What follows belongs to an exercise in optimizing a design on an open flow for small area and a short achievable clock period; a production flow would make more cautious choices.
Only simulation tests tie the RTL to the original design; equivalence was not proved.
Power figures rest on the tool's default switching activity, not on a simulated workload.

==> flow/design.v <==
`timescale 1ns/1ps
module ssemi_adc_decimator_cic_filter #(
    parameter CIC_STAGES = 5,
    parameter DECIMATION_FACTOR = 64,
    parameter INPUT_DATA_WIDTH = 16,
    parameter OUTPUT_DATA_WIDTH = 32
) (
    input  wire i_clk,            
    input  wire i_rst_n,          
    input  wire i_enable,         
    input  wire i_valid,          
    input  wire [INPUT_DATA_WIDTH-1:0] i_data,     
    output reg  [OUTPUT_DATA_WIDTH-1:0] o_data,    
    output reg  o_valid           
);
    localparam REG_WIDTH = INPUT_DATA_WIDTH + CIC_STAGES * $clog2(DECIMATION_FACTOR);
    localparam CNT_WIDTH = $clog2(DECIMATION_FACTOR);
    reg [CNT_WIDTH-1:0] decimation_counter;
    reg decimation_enable;
    always @(posedge i_clk or negedge i_rst_n) begin
        if (!i_rst_n) begin
            decimation_counter <= {CNT_WIDTH{1'b0}};
            decimation_enable <= 1'b0;
        end else if (!i_enable) begin
            decimation_counter <= {CNT_WIDTH{1'b0}};
            decimation_enable <= 1'b0;
        end else if (i_valid) begin
            decimation_counter <= decimation_counter + 1'b1;
            decimation_enable <= (decimation_counter == DECIMATION_FACTOR - 1);
        end else begin
            decimation_enable <= 1'b0;
        end
    end
    reg [REG_WIDTH-1:0] integrator_regs [0:CIC_STAGES-1];
    genvar i;
    generate
        for (i = 0; i < CIC_STAGES; i = i + 1) begin : integrator_stages
            wire [REG_WIDTH-1:0] addend;
            if (i == 0) begin : first
                assign addend = {{(REG_WIDTH-INPUT_DATA_WIDTH){i_data[INPUT_DATA_WIDTH-1]}}, i_data};
            end else begin : later
                assign addend = integrator_regs[i-1];
            end
            always @(posedge i_clk or negedge i_rst_n) begin
                if (!i_rst_n) begin
                    integrator_regs[i] <= {REG_WIDTH{1'b0}};
                end else if (!i_enable) begin
                    integrator_regs[i] <= {REG_WIDTH{1'b0}};
                end else if (i_valid) begin
                    integrator_regs[i] <= integrator_regs[i] + addend;
                end
            end
        end
    endgenerate
    reg  [REG_WIDTH-1:0] comb_delay [0:CIC_STAGES-1];
    wire [REG_WIDTH-1:0] comb_out   [0:CIC_STAGES];
    assign comb_out[0] = integrator_regs[CIC_STAGES-1];
    genvar j;
    generate
        for (j = 0; j < CIC_STAGES; j = j + 1) begin : comb_stages
            assign comb_out[j+1] = comb_out[j] - comb_delay[j];
            always @(posedge i_clk or negedge i_rst_n) begin
                if (!i_rst_n) begin
                    comb_delay[j] <= {REG_WIDTH{1'b0}};
                end else if (!i_enable) begin
                    comb_delay[j] <= {REG_WIDTH{1'b0}};
                end else if (decimation_enable) begin
                    comb_delay[j] <= comb_out[j];
                end
            end
        end
    endgenerate
    always @(posedge i_clk or negedge i_rst_n) begin
        if (!i_rst_n) begin
            o_data <= {OUTPUT_DATA_WIDTH{1'b0}};
            o_valid <= 1'b0;
        end else if (!i_enable) begin
            o_data <= {OUTPUT_DATA_WIDTH{1'b0}};
            o_valid <= 1'b0;
        end else begin
            if (decimation_enable) begin
                o_data <= comb_out[CIC_STAGES][REG_WIDTH-1 -: OUTPUT_DATA_WIDTH];
            end
            o_valid <= decimation_enable;
        end
    end
endmodule
module ssemi_adc_decimator_fir_filter #(
    parameter NUM_TAPS = 4,
    parameter COEFF_WIDTH = 18,
    parameter INPUT_DATA_WIDTH = 32,
    parameter OUTPUT_DATA_WIDTH = 24,
    parameter OUTPUT_SHIFT = 24
) (
    input  wire i_clk,            
    input  wire i_rst_n,          
    input  wire i_enable,         
    input  wire i_valid,          
    input  wire [INPUT_DATA_WIDTH-1:0] i_data,    
    output reg  [OUTPUT_DATA_WIDTH-1:0] o_data,   
    output reg  o_valid,          
    output reg  o_overflow,       
    output reg  o_underflow,      
    input  wire i_coeff_we,       
    input  wire [$clog2(NUM_TAPS)-1:0] i_coeff_addr,  
    input  wire [COEFF_WIDTH-1:0] i_coeff_data        
);
    localparam PROD_WIDTH = INPUT_DATA_WIDTH + COEFF_WIDTH;
    localparam ACC_WIDTH = PROD_WIDTH + $clog2(NUM_TAPS);
    localparam SHIFTED_WIDTH = ACC_WIDTH - OUTPUT_SHIFT;
    reg [COEFF_WIDTH-1:0] coeff_regs [0:NUM_TAPS-1];
    localparam [8*COEFF_WIDTH-1:0] DEFAULT_COEFFS = {
        18'h0FFF9, 18'h0FFFA,
        18'h0FFFB, 18'h0FFFC,
        18'h0FFFD, 18'h0FFFE,
        18'h0FFFF, 18'h10000
    };
    genvar c;
    generate
        for (c = 0; c < NUM_TAPS; c = c + 1) begin : coeff_update
            always @(posedge i_clk or negedge i_rst_n) begin
                if (!i_rst_n) begin
                    coeff_regs[c] <= (c < 8) ? DEFAULT_COEFFS[(c % 8)*COEFF_WIDTH +: COEFF_WIDTH] : {COEFF_WIDTH{1'b0}};
                end else if (i_coeff_we && i_coeff_addr == c) begin
                    coeff_regs[c] <= i_coeff_data;
                end
            end
        end
    endgenerate
    reg  [INPUT_DATA_WIDTH-1:0] data_delay_line [1:NUM_TAPS-1];
    wire [INPUT_DATA_WIDTH-1:0] tap_data [0:NUM_TAPS-1];
    assign tap_data[0] = i_data;
    genvar d;
    generate
        for (d = 1; d < NUM_TAPS; d = d + 1) begin : delay_line
            assign tap_data[d] = data_delay_line[d];
            always @(posedge i_clk or negedge i_rst_n) begin
                if (!i_rst_n) begin
                    data_delay_line[d] <= {INPUT_DATA_WIDTH{1'b0}};
                end else if (!i_enable) begin
                    data_delay_line[d] <= {INPUT_DATA_WIDTH{1'b0}};
                end else if (i_valid) begin
                    data_delay_line[d] <= tap_data[d-1];
                end
            end
        end
    endgenerate
    wire signed [ACC_WIDTH-1:0] mult_results [0:NUM_TAPS-1];
    wire signed [ACC_WIDTH-1:0] partial_sums [0:NUM_TAPS];
    assign partial_sums[0] = {ACC_WIDTH{1'b0}};
    genvar m;
    generate
        for (m = 0; m < NUM_TAPS; m = m + 1) begin : mult_stages
            assign mult_results[m] = $signed(tap_data[m]) * $signed(coeff_regs[m]);
            assign partial_sums[m+1] = partial_sums[m] + mult_results[m];
        end
    endgenerate
    wire signed [SHIFTED_WIDTH-1:0] shifted = partial_sums[NUM_TAPS] >>> OUTPUT_SHIFT;
    wire signed [SHIFTED_WIDTH-1:0] max_out = (1 <<< (OUTPUT_DATA_WIDTH-1)) - 1;
    wire signed [SHIFTED_WIDTH-1:0] min_out = -(1 <<< (OUTPUT_DATA_WIDTH-1));
    wire over  = shifted > max_out;
    wire under = shifted < min_out;
    always @(posedge i_clk or negedge i_rst_n) begin
        if (!i_rst_n) begin
            o_data <= {OUTPUT_DATA_WIDTH{1'b0}};
            o_valid <= 1'b0;
            o_overflow <= 1'b0;
            o_underflow <= 1'b0;
        end else if (!i_enable) begin
            o_data <= {OUTPUT_DATA_WIDTH{1'b0}};
            o_valid <= 1'b0;
            o_overflow <= 1'b0;
            o_underflow <= 1'b0;
        end else begin
            if (i_valid) begin
                if (over) begin
                    o_data <= {1'b0, {(OUTPUT_DATA_WIDTH-1){1'b1}}};
                end else if (under) begin
                    o_data <= {1'b1, {(OUTPUT_DATA_WIDTH-1){1'b0}}};
                end else begin
                    o_data <= shifted[OUTPUT_DATA_WIDTH-1:0];
                end
                o_overflow <= over;
                o_underflow <= under;
            end
            o_valid <= i_valid;
        end
    end
endmodule
module ssemi_adc_decimator_core (
    input  wire        i_clk,           
    input  wire        i_rst_n,         
    input  wire        i_enable,        
    input  wire        i_valid,         
    input  wire [15:0] i_data,          
    input  wire        i_coeff_we,      
    input  wire [1:0]  i_coeff_addr,    
    input  wire [17:0] i_coeff_data,    
    output wire        o_valid,         
    output wire [23:0] o_data,          
    output wire        o_overflow,      
    output wire        o_underflow      
);
    wire        cic_valid;
    wire [31:0] cic_data;
    ssemi_adc_decimator_cic_filter #(
        .CIC_STAGES(5),
        .DECIMATION_FACTOR(64),
        .INPUT_DATA_WIDTH(16),
        .OUTPUT_DATA_WIDTH(32)
    ) u_cic_filter (
        .i_clk(i_clk),
        .i_rst_n(i_rst_n),
        .i_enable(i_enable),
        .i_valid(i_valid),
        .i_data(i_data),
        .o_data(cic_data),
        .o_valid(cic_valid)
    );
    ssemi_adc_decimator_fir_filter #(
        .NUM_TAPS(4),
        .COEFF_WIDTH(18),
        .INPUT_DATA_WIDTH(32),
        .OUTPUT_DATA_WIDTH(24),
        .OUTPUT_SHIFT(24)
    ) u_fir_filter (
        .i_clk(i_clk),
        .i_rst_n(i_rst_n),
        .i_enable(i_enable),
        .i_valid(cic_valid),
        .i_data(cic_data),
        .o_data(o_data),
        .o_valid(o_valid),
        .o_overflow(o_overflow),
        .o_underflow(o_underflow),
        .i_coeff_we(i_coeff_we),
        .i_coeff_addr(i_coeff_addr),
        .i_coeff_data(i_coeff_data)
    );
endmodule
==> flow/run.sh <==
#!/bin/bash
# synth_recipe.tcl (not shown) runs the flow's synth.tcl, then flattens the netlist and writes it again
# the make line also repeats each setting of config.mk as NAME=value (left out here)
make -C /OpenROAD-flow-scripts/flow DESIGN_CONFIG=/design/flow/config.mk WORK_HOME=/design/flow/orfs CLKGATE_MAP_FILE= SYNTH_SCRIPT=/design/flow/synth_recipe.tcl finish
==> flow/config.mk <==
export PLATFORM = sky130hd
export DESIGN_NAME = ssemi_adc_decimator_core
export DESIGN_NICKNAME = ssemi_adc_decimator_core
export VERILOG_FILES = /design/flow/design.v
export SDC_FILE = /design/flow/constraint.sdc
export NUM_CORES = 4
export LEC_CHECK = 0
export CAP_MARGIN = 20
export CORE_MARGIN = 2
export CORE_UTILIZATION = 45
export PLACE_DENSITY = 0.6
export SLEW_MARGIN = 20
==> flow/constraint.sdc <==
create_clock -name core_clock -period 12.0 [get_ports {i_clk}]
set_input_delay 2.4000 -clock core_clock [delete_from_list [all_inputs] [get_ports {i_clk}]]
set_output_delay 2.4000 -clock core_clock [all_outputs]
set_load 0.01 [all_outputs]
==> out/results.tsv <==
metric	value	unit
status	finished clean	
Overflow after GRT	0	
Hold Path Class	reg2reg	
via count	96917	
HP Start	u_cic_filter.comb_delay[3][30]$_DFFE_PN0P_	
Setup CP Type	reg2reg	
ratio of cells with drive above 1 in the final layout	4.16	%
Post-synth EDFFs	0	
ys flop type	dfrtp_1	
CP Launch Type	flop	
Final Hold Fails	0	
syn avg cell area	9.04	um2
Die X	548	um
LEAKAGE	67.1	nW
post-synthesis cell count	14731	
slowest stage delay, CP	0.93	ns
Reg2Reg Depth	38	
worst r2r dst	u_fir_filter.o_data[7]$_DFFE_PN0P_	
Design Area, Final	142000	um2
post-synthesis sequential area ratio	13.1	%
Critical Path Most Common Cell	fa_1	
row count	199	
Final Instance Count excl. Fillers	18435	
setup TNS	0	ns
CTS clk-pin slew, worst paths	0.06	ns
clock buffer count from CTS	95	
core footprint	294000	um2
DP Worst Slack	0.299	ns
average routed wire per standard cell	18.6	um
Worst VDD drop	762	uV
CTS Hold Buffers Added	0	
ys async rst share	100	%
Worst Clk Skew	0.0840	ns
DR iter-0 viols	5766	
antenna violations before repair	11	
root buf cell	clkbuf_16	
largest net degree at the start of global routing	151	
die area	300000	um2
Area after DPL	138000	um2
placed cells	18251	
area leader, netlist	fa_1	
crit path capture	u_fir_filter.o_data[7]$_DFFE_PN0P_	
vias in the first global route	100821	
Layout fillers	28139	
Critical Path End Type	flop	
CTS max path bufs	3	
RSZ-0062 raised after global routing	no	
internal power	14.2	mW
pwr dens	205	nW/um2
Slowest-stage cell, CP	dfrtp_1	
Max transition margin	23.5	%
synth top area cells	fa_1 (35%), dfrtp_1 (12%), ha_1 (9.2%)	
Worst-Skew Late Latency	0.76	ns
post-synth net total	18076	
Period Utilization, post-route	95.7	%
sw frac	51.1	%
post-route setup slack	0.514	ns
P&R area growth vs syn	6.28	%
Post-route DRC	0	
Worst-Margin Slew	1.15	ns
max cap viols	0	
CTS tree	done	
synth warn	6	
DIE HEIGHT	548	um
Slew Limit Fails	0	
netlist area before placement	133000	um2
final setup vio count	0	
first-pass GRT wire length	564	mm
Seq pwr share	9.9	%
worst-path fanout max	23	
clock power share	11.0	%
clk sink count	695	
# port buffers	67	
router iterations before antenna repair	7	
GPL Wtd Cong	0.898	
Yosys reg bits	695	
Logic pwr share	79.1	%
share of the synthesized area in the top cell type	34.9	%
Final Critical Period	11.49	ns
H-tree depth	3	
Initial Util	45.3	%
gr usage total	23.4	%
DRT Wirelength	342	mm
vias per inst	5.26	
antenna-violating nets left	0	
fmax	87.1	MHz
r2r setup slk	0.51	ns
Worst Path Arrival	12.08	ns
number of I/O pins	68	
Critical R2R Launch	u_fir_filter.data_delay_line[3][11]$_DFFE_PN0P_	
Synth cell types	101	
NetSw	14.8	mW
Worst Setup SP	u_fir_filter.data_delay_line[3][11]$_DFFE_PN0P_	
dpl hpwl	280	mm
CP Data Required Time	12.60	ns
NumNets Final	17777	
==> cells in the final DEF (no fill, tap or decap), types with 383 or more instances in the layout <==
cell	n
a21o_1	383
a21oi_1	586
and2_1	699
dfrtp_1	638
fa_1	2321
ha_1	979
inv_1	2817
mux2i_1	430
nand2_1	1862
nor2b_1	548
xnor2_1	422
==> cells in the mapped netlist, types with 29 or more instances <==
library cell and number:
and2_1 699, mux2i_1 430, and3_1 66, buf_1 49, a221o_1 36, nand3_1 124
a21o_1 383, o21bai_1 97, inv_1 2818, o211ai_1 29, nand2b_1 156, o21ai_0 310
a31oi_1 54, and4_1 31, xnor2_1 423, nor2_1 371, o21a_1 100, fa_1 2321
nor3_1 79, mux2_2 71, a21oi_1 589, ha_1 983, nand2_1 1863, a211oi_1 54
nor2b_1 550, xor2_1 202, nand4_1 72, clkbuf_1 625, dfstp_2 47, dfrtp_1 648
==> area by class of cell <==
type	instances	area (um2)	share of cell area [%]
flip-flops and latches	695	17500	12.4
diodes	6	15.0	0.0106
repair buffers	287	2370	1.68
clock inverters	47	805	0.568
clock buffers	128	2650	1.87
inverters	2821	10600	7.48
well taps	3919	4900	3.46
multi-input cells	10532	103000	72.6
==> through the flow <==
step	power [mW]	hold WS [ns]	util [%]
5_1_grt	31.9	0.552	48.1
3_5_place_dp	25.2	0.510	46.9
4_1_cts	28.6	0.524	48.1
2_1_floorplan	20.4	0.479	-
3_3_place_gp	25.3	0.506	46.9
6_report	29.0	0.520	48.1
==> flip-flops by register name, indices dropped and copies added, names as in the netlist, 6 cells and up <==
signal and flops:
u_cic_filter.comb_delay 230, u_cic_filter.decimation_counter 6, u_cic_filter.integrator_regs 230, u_fir_filter.o_data 24, u_fir_filter.data_delay_line 96, u_fir_filter.coeff_regs 72, u_cic_filter.o_data 32
==> power groups by stage <==
| stage | logic [mW] | clock network, mW | registers (mW) |
|---|---|---|---|
| 2_1_floorplan | 17.7 | 0 | 2.63 |
| 3_3_place_gp | 22.4 | 0 | 2.91 |
| 4_1_cts | 22.4 | 3.27 | 2.87 |
| 5_1_grt | 25.6 | 3.35 | 2.90 |
| 6_report | 22.9 | 3.18 | 2.88 |
| 3_5_place_dp | 22.3 | 0 | 2.91 |
==> critical path: cells and delay by family, from the launching register on <==
family	cells	cell delay [ns]
AOI/OAI and AO/OA	13	3.06
and+or+nand+nor	5	0.95
buffers and inverters	8	0.85
xor gates and xnor gates	2	0.99
adders and majority gates	10	4.50
DFF	1	0.93
==> logic make-up (layout without fill, tap and decap cells) <==
family	count (synthesis)	after routing	share of synthesized area [%]
multiplexers	502	502	3.84
other	0	6	0
AND/OR/NAND/NOR	4136	4137	15.2
adder cells (fa/ha/maj)	3304	3304	44.1
AO/OA/AOI/OAI	1963	1963	9.68
flip-flops	695	695	13.1
buffers and inverters	3505	3283	9.90
XOR/XNOR	626	626	4.12
==> how the worst min path moves through the flow <==
stage	to	cells past startpoint
global placement	u_cic_filter.comb_delay[3][30]$_DFFE_PN0P_	1
floorplan	u_cic_filter.integrator_regs[0][14]$_DFFE_PN0P_	2
CTS	u_cic_filter.comb_delay[3][30]$_DFFE_PN0P_	1
detailed placement	u_cic_filter.comb_delay[3][30]$_DFFE_PN0P_	1
global route	u_cic_filter.integrator_regs[0][38]$_DFFE_PN0P_	2
finish	u_cic_filter.comb_delay[3][30]$_DFFE_PN0P_	1
==> repair_timing <==
action                                  4_1_cts  5_1_grt
endpoints found under the setup margin        0       32
resized for setup                             0       47
buffers inserted                              0        2
hold endpoints to repair                      0        0
==> routing by layer <==
metal | wire length [um] | track usage (%) | up-vias
met3 | 15800 | 2.46 | 392
met2 | 162000 | 38.9 | 1937
met1 | 156000 | 32.9 | 49307
li1 | - | - | 45281
met5 | 0 | 0 | -
met4 | 8130 | 5.02 | 0

## port drivers added, routing unchanged
Ports are ideal in the flow. The routed layout listed here was re-timed in OpenROAD. Step 1 (the two cells are an assumption about what drives the block):
set clk [get_ports {i_clk}]
set_driving_cell -lib_cell sky130_fd_sc_hd__clkbuf_16 $clk
set_driving_cell -lib_cell sky130_fd_sc_hd__buf_2 [delete_from_list [all_inputs] $clk]
Step 2 adds t to the input delays and takes it off the output delays; t is the mean of the earliest and latest rising clock arrival at the registers after step 1. Input paths then give back, and output paths get back, about the clock's delay inside the block. a / b / c = ideal / step 1 / step 2; a / b = the first two.
t, ns: 0.815
setup WS [ns]: 0.514 / 0.514 / 0.514
clock arrival spread, ns: 0.094 / 0.094
worst slew at a driven data input, ns: 0.09
pins driven straight from the clock port: 1
After both steps this run still meets setup and hold. For this run, drivers alone change the setup slack by 0.000 ns; drivers and shift together by 0.000 ns.
